Context: an optimization exercise on an open-source flow, tuned for small area. The choices shown serve that exercise and are no tape-out recipe.
Function was checked by simulation only, so behaviour that the tests miss may differ from the original.
Power figures rest on the tool's default switching activity, not on a simulated workload.

## run A
Design CoinsMatrixBitMap, start of the top module:
module	CoinsMatrixBitMap	(	
					input	logic	clk,
					input	logic	resetN,
					input	logic	[10:0] offsetX, 
					input	logic	[10:0] offsetY,
					input	logic	InsideRectangle,  
					input	logic	coinCollision,
					input logic [4:0] randomMapLocationX,
					input logic [3:0] randomMapLocationY,
					input logic placeCoin,		 
					input logic placeMoneyBag,	 
					input logic placeTimeBoost,	 
					output	logic	drawingRequest,  
					output	logic	[7:0] RGBout,   
					output	logic upScore,			 
					output	logic upTime			 
 ) ;
localparam int NX = 18 ;
localparam int NY = 12 ;
localparam logic [NX*NY-1:0] NP_INIT = 216'h2198c200000000a03329c84850c284848f333c000064c380300 ;
localparam logic [NX*NY-1:0] Q_INIT  = 216'h3d98c70001c000f0333dc84f50c3c484ff333c000064c380300 ;
localparam logic [NX*NY-1:0] PQ_TILE = 216'h2198c200000000a03329c84870c284848f333c000064c380300 ;
logic [NX*NY-1:0] nP, Q, empty ;
logic [NX*NY-1:0] Qs ;
  ...
Settings: LEC_CHECK=0, CAP_MARGIN=10, CORE_MARGIN=2, CORE_UTILIZATION=58, PLACE_DENSITY=0.75, SLEW_MARGIN=10; clock period 12.0 ns.
standard.sh (not shown) runs the stock make flow with config.mk's settings and CLKGATE_MAP_FILE= SYNTH_SCRIPT=/design/flow/synth_recipe.tcl, a recipe that flattens the netlist after the stock synthesis.
==> flow/flow/run.sh <==
#!/bin/bash
# Own layout flow:
#  2. the same synthesis script again, once per area-oriented ABC script in flow/abc_*.script,
#     each replacing ABC's delay-oriented script; the registers come out the same (same
#     instances, names and cells, checked against step 1), only the combinational logic is
#     mapped differently; the smallest netlist is kept;
#  3. the standard layout steps on that netlist, with a clock tree without dummy loads and
#     lighter port buffers.
set -uo pipefail
WORK=$(pwd)
FLOWDIR=$WORK/flow
R=$WORK/orfs/results/$FLOW_PLATFORM/CoinsMatrixBitMap/base

# 1. standard synthesis
bash standard.sh synth > synth_standard.log 2>&1 || { echo "standard synthesis failed"; exit 1; }
cp "$R/1_2_yosys.v" std_1_2_yosys.v

# 2. area-oriented synthesis, one run per ABC script, in parallel
synth_area() {
  local name=$1 script=$2
  rm -rf "scripts_$name" "orfs_$name"
  cp -r "$FLOW_HOME/scripts" "scripts_$name"
  cp "$script" "scripts_$name/abc_speed.script"
  local A=$WORK/orfs_$name/results/$FLOW_PLATFORM/CoinsMatrixBitMap/base
  make -C "$FLOW_HOME" DESIGN_CONFIG="$WORK/config.mk" WORK_HOME="$WORK/orfs_$name" CLKGATE_MAP_FILE= \
    SYNTH_SCRIPT="$WORK/synth_recipe.tcl" SCRIPTS_DIR="$WORK/scripts_$name" "$A/1_2_yosys.v" > "synth_$name.log" 2>&1 \
  && python3 "$FLOWDIR/sameregs.py" std_1_2_yosys.v "$A/1_2_yosys.v" > "sameregs_$name.log" 2>&1 \
  && touch "ok_$name"
}
names=()
for s in "$FLOWDIR"/abc_*.script; do
  n=$(basename "$s" .script); n=${n#abc_}
  names+=("$n")
  synth_area "$n" "$s" &
done
wait
best=""; best_area=""
for n in "${names[@]}"; do
  st=$WORK/orfs_$n/reports/$FLOW_PLATFORM/CoinsMatrixBitMap/base/synth_stat.txt
  if [[ -f ok_$n && -f $st ]]; then
    a=$(sed -n "s/.*Chip area for module.*: *\([0-9.]*\).*/\1/p" "$st" | tail -1)
    echo "$n: $a" >> synth_areas.log
    if [[ -n $a ]] && { [[ -z $best_area ]] || python3 -c "import sys; sys.exit(0 if $a < $best_area else 1)"; }; then
      best=$n; best_area=$a
    fi
  else
    echo "$n: failed" >> synth_areas.log
  fi
done
if [[ -n $best ]]; then
  cp "$WORK/orfs_$best/results/$FLOW_PLATFORM/CoinsMatrixBitMap/base/1_2_yosys.v" "$R/1_2_yosys.v"
  touch "$R/1_2_yosys.v"
  echo "using the area-mapped netlist from $best ($best_area um2)" | tee -a synth_areas.log
else
  echo "area synthesis failed; using the standard netlist" | tee -a synth_areas.log
fi

# 3. standard layout steps
export CTS_ARGS="-sink_clustering_enable -repair_clock_nets -dont_use_dummy_load -buf_list sky130_fd_sc_hd__clkbuf_8 -sink_clustering_size 16 -sink_clustering_max_diameter 70"
export BUFFER_PORTS_ARGS="-buffer_cell sky130_fd_sc_hd__buf_1"
export RECOVER_POWER=100
bash standard.sh > layout.log 2>&1 || { echo "layout failed"; exit 1; }
Other scripts of this flow, unchanged in this note and not shown: flow/flow/abc_dc4mfs.script, flow/flow/abc_deep0mfs.script, flow/flow/abc_deep1mfs.script, flow/flow/abc_deep2mfs.script, flow/flow/abc_deep4mfs.script, flow/flow/abc_deep5mfs.script, flow/flow/sameregs.py
Nothing crashed in run A and all stages finished; the problem is that the final layout failed, the offending checks being max-capacitance violations, max-slew violations.
## Diff of input files: run B against run A
Settings: a change of PLACE_DENSITY from 0.75 to 0.68.
--- a/flow/flow/run.sh
+++ b/flow/flow/run.sh
@@ -61 +60,0 @@
-export RECOVER_POWER=100
Notes after the runs:
- Run B completed every stage of the flow, and the final layout passed the timing, DRC and antenna checks.
- Per the comparison of run B with run A, routed via count +449, final cell count ~0 delta, achievable clock frequency climbed 20%, total chip power moved down, switching share of total power about even.
- Run B ends up with higher static leakage than run A does.
- In run B, first-pass GRT wire length is higher than in run A.
- Looking at cell group occupying the most layout area, the flip-flops and latches result is from run A; the multi-input gates one comes from run B.
- For the total wire length, run B came in about 3% higher than run A did.
Setup changes, run B to run C
Settings: a change of CORE_UTILIZATION from 58 to 55; a change of PLACE_DENSITY from 0.68 to 0.65.
--- a/flow/flow/run.sh
+++ b/flow/flow/run.sh
@@ -59 +59 @@
-export CTS_ARGS="-sink_clustering_enable -repair_clock_nets -dont_use_dummy_load -buf_list sky130_fd_sc_hd__clkbuf_8 -sink_clustering_size 16 -sink_clustering_max_diameter 70"
+export CTS_ARGS="-sink_clustering_enable -repair_clock_nets -dont_use_dummy_load -buf_list sky130_fd_sc_hd__clkbuf_16 -sink_clustering_size 28 -sink_clustering_max_diameter 80"
--- outcome ---
Relative to run B, detailed-routing iteration count for the pre-antenna-repair pass decreased by 3 in run C.
Measured against each other, run C and run B differ in first-iteration DRC count, the higher figure coming from run B.
Run C against run B: reported leakage power went up; initial antenna violation count went up; logic gate share of total power went down.
In the final reports, the cell area of run C is larger than that of run B.
Per the comparison of run C with run B, routed wire length -about 3.2%; die area +5.3%.
What run D does differently from run C at the input level:
Settings: PLACE_DENSITY changed from 0.65 to 0.75; CORE_UTILIZATION changed from 55 to 58.
--- a/flow/flow/run.sh
+++ b/flow/flow/run.sh
@@ -59 +59 @@
-export CTS_ARGS="-sink_clustering_enable -repair_clock_nets -dont_use_dummy_load -buf_list sky130_fd_sc_hd__clkbuf_16 -sink_clustering_size 28 -sink_clustering_max_diameter 80"
+export CTS_ARGS="-sink_clustering_enable -repair_clock_nets -dont_use_dummy_load -buf_list sky130_fd_sc_hd__clkbuf_8 -sink_clustering_size 16 -sink_clustering_max_diameter 70"
--- outcome ---
Diff run C -> run D | largest net degree at the start of global routing | down by more than half
Looking at launching element of the worst setup path, the offsetX[9] result is from run C; the offsetX[6] one comes from run D.
[compare] base=run C new=run D: number of buffers outside the clock class in the layout up 5.0%; maximum frequency lost 8.6 MHz; maximum vdd drop shows a reduction of 7.9%; share of total power in sequential cells +2.3 points.


Setup of build 78:
Another version of the RTL of CoinsMatrixBitMap (not shown whole).
For scale: ~2400 cells after synthesis, ~49 I/O pins.
==> flow/config.mk <==
export PLATFORM = sky130hd
export DESIGN_NAME = CoinsMatrixBitMap
export DESIGN_NICKNAME = CoinsMatrixBitMap
export VERILOG_FILES = /design/flow/design.v
export SDC_FILE = /design/flow/constraint.sdc
export NUM_CORES = 8
export LEC_CHECK = 0
export CAP_MARGIN = 10
export CORE_MARGIN = 2
export CORE_UTILIZATION = 50
export PLACE_DENSITY = 0.6
export SLEW_MARGIN = 10
==> flow/constraint.sdc <==
create_clock -name core_clock -period 12.0 [get_ports {clk}]
set_input_delay 2.4000 -clock core_clock [delete_from_list [all_inputs] [get_ports {clk}]]
set_output_delay 2.4000 -clock core_clock [all_outputs]
set_load 0.01 [all_outputs]
==> flow/flow/run.sh <==
#!/bin/bash
# Own layout flow:
#  2. the same synthesis script again, once per area-oriented ABC script in flow/abc_*.script,
#     each replacing ABC's delay-oriented script; the registers come out the same (same
#     instances, names and cells, checked against step 1), only the combinational logic is
#     mapped differently; the smallest netlist is kept;
#  3. the standard layout steps on that netlist, with a clock tree without dummy loads and
#     lighter port buffers.
set -uo pipefail
WORK=$(pwd)
FLOWDIR=$WORK/flow
R=$WORK/orfs/results/$FLOW_PLATFORM/CoinsMatrixBitMap/base

# 1. standard synthesis
bash standard.sh synth > synth_standard.log 2>&1 || { echo "standard synthesis failed"; exit 1; }
cp "$R/1_2_yosys.v" std_1_2_yosys.v

# 2. area-oriented synthesis, one run per ABC script, in parallel
synth_area() {
  local name=$1 script=$2
  rm -rf "scripts_$name" "orfs_$name"
  cp -r "$FLOW_HOME/scripts" "scripts_$name"
  cp "$script" "scripts_$name/abc_speed.script"
  local A=$WORK/orfs_$name/results/$FLOW_PLATFORM/CoinsMatrixBitMap/base
  make -C "$FLOW_HOME" DESIGN_CONFIG="$WORK/config.mk" WORK_HOME="$WORK/orfs_$name" CLKGATE_MAP_FILE= \
    SYNTH_SCRIPT="$WORK/synth_recipe.tcl" SCRIPTS_DIR="$WORK/scripts_$name" "$A/1_2_yosys.v" > "synth_$name.log" 2>&1 \
  && python3 "$FLOWDIR/sameregs.py" std_1_2_yosys.v "$A/1_2_yosys.v" > "sameregs_$name.log" 2>&1 \
  && touch "ok_$name"
}
names=()
for s in "$FLOWDIR"/abc_*.script; do
  n=$(basename "$s" .script); n=${n#abc_}
  names+=("$n")
  synth_area "$n" "$s" &
done
wait
best=""; best_area=""
for n in "${names[@]}"; do
  st=$WORK/orfs_$n/reports/$FLOW_PLATFORM/CoinsMatrixBitMap/base/synth_stat.txt
  if [[ -f ok_$n && -f $st ]]; then
    a=$(sed -n "s/.*Chip area for module.*: *\([0-9.]*\).*/\1/p" "$st" | tail -1)
    echo "$n: $a" >> synth_areas.log
    if [[ -n $a ]] && { [[ -z $best_area ]] || python3 -c "import sys; sys.exit(0 if $a < $best_area else 1)"; }; then
      best=$n; best_area=$a
    fi
  else
    echo "$n: failed" >> synth_areas.log
  fi
done
if [[ -n $best ]]; then
  cp "$WORK/orfs_$best/results/$FLOW_PLATFORM/CoinsMatrixBitMap/base/1_2_yosys.v" "$R/1_2_yosys.v"
  touch "$R/1_2_yosys.v"
  echo "using the area-mapped netlist from $best ($best_area um2)" | tee -a synth_areas.log
else
  echo "area synthesis failed; using the standard netlist" | tee -a synth_areas.log
fi

# 3. standard layout steps
export CTS_ARGS="-sink_clustering_enable -repair_clock_nets -dont_use_dummy_load -buf_list sky130_fd_sc_hd__clkbuf_8 -sink_clustering_size 16 -sink_clustering_max_diameter 70"
export BUFFER_PORTS_ARGS="-buffer_cell sky130_fd_sc_hd__buf_1"
bash standard.sh > layout.log 2>&1 || { echo "layout failed"; exit 1; }
==> flow/flow/abc_dc4.script <==
strash
dc2
dc2
dc2
dc2
&get -n
&dch
&nf -R 1000 -p -F 8 -C 32
&put
==> flow/flow/abc_deep0.script <==
strash
&get -n
&deepsyn -T 200 -S 0
&dch
&nf -R 1000 -p -F 8 -C 32
&put
==> flow/flow/abc_deep1.script <==
strash
&get -n
&deepsyn -T 200 -S 1
&dch
&nf -R 1000 -p -F 8 -C 32
&put
==> flow/flow/abc_deep2.script <==
strash
&get -n
&deepsyn -T 200 -S 2
&dch
&nf -R 1000 -p -F 8 -C 32
&put
==> flow/flow/abc_deep4.script <==
strash
&get -n
&deepsyn -T 200 -S 4
&dch
&nf -R 1000 -p -F 8 -C 32
&put
Other scripts of this flow, unchanged in this note and not shown: flow/flow/abc_dc4mfs.script, flow/flow/sameregs.py
Both conditions hold for build 78: the flow ran to the end and the final layout passed the timing, DRC and antenna checks.
The following lists how build 1 was set up differently from build 78:
Settings: PLACE_DENSITY now 0.68, was 0.6; CORE_UTILIZATION now 58, was 50.
- In the metrics for build 78 and build 1, the one carrying the higher via count is build 1.
- The internal power component was comparable across build 78 and build 1.
- Measured against each other, build 78 and build 1 differ in largest driver fanout on the critical path, the lower figure coming from build 1.
Here is what was changed in the inputs of build 51 compared with build 1.
==> flow/flow/abc_deep0mfs.script (new file) <==
strash
&get -n
&deepsyn -T 200 -S 0
&dch
&nf -R 1000 -p -F 8 -C 32
&put
mfs3 -a
==> flow/flow/abc_deep1mfs.script (new file) <==
strash
&get -n
&deepsyn -T 200 -S 1
&dch
&nf -R 1000 -p -F 8 -C 32
&put
mfs3 -a
==> flow/flow/abc_deep2mfs.script (new file) <==
strash
&get -n
&deepsyn -T 200 -S 2
&dch
&nf -R 1000 -p -F 8 -C 32
&put
mfs3 -a
==> flow/flow/abc_deep4mfs.script (new file) <==
strash
&get -n
&deepsyn -T 200 -S 4
&dch
&nf -R 1000 -p -F 8 -C 32
&put
mfs3 -a
==> flow/flow/abc_deep5mfs.script (new file) <==
strash
&get -n
&deepsyn -T 200 -S 5
&dch
&nf -R 1000 -p -F 8 -C 32
&put
mfs3 -a
removed: flow/flow/abc_dc4.script
removed: flow/flow/abc_deep0.script
removed: flow/flow/abc_deep1.script
removed: flow/flow/abc_deep2.script
removed: flow/flow/abc_deep4.script
Results
In terms of wire length, build 1 and build 51 differ only marginally. On total die area, the lower figure sits with build 51, not build 1. Against build 1, build 51 comes in 5.2 ps higher on worst hold slack.

what the ideal ports hide:
The results above use ideal ports. As a check the final layouts listed here were re-extracted and re-timed, cells and wires unchanged. Step 1: set_driving_cell puts a clkbuf_16 on clk and a buf_2 on each other input, an assumption about the parent block. Step 2 moves the port delays by t, midway between the first and last clock arrival at a register: inputs arrive t later, outputs are due t later. That takes back most of the time a late clock gives input paths. Three values: ideal ports, drivers, drivers and shift; two values: the first two.
run | t, ns | slack for setup (ns) | worst setup path at the end | pins driven straight from the clock port
run A | 0.695 | 1.967 / 2.001 / 1.307 | input to register | 1
run B | 0.664 | 3.633 / 3.661 / 2.997 | input to register | 1
run C | 0.623 | 3.455 / 3.488 / 2.865 | input to register | 1
run D | 0.677 | 2.780 / 2.805 / 2.128 | input to register | 1
build 78 | 0.652 | 4.104 / 4.137 / 3.484 | input to register | 1
build 1 | 0.659 | 4.271 / 4.300 / 3.641 | input to register | 1
build 51 | 0.664 | 3.558 / 3.586 / 2.922 | input to register | 1
The setup slack of run A, which loses most, moves by +0.034 ns with the drivers and by -0.660 ns with both steps.
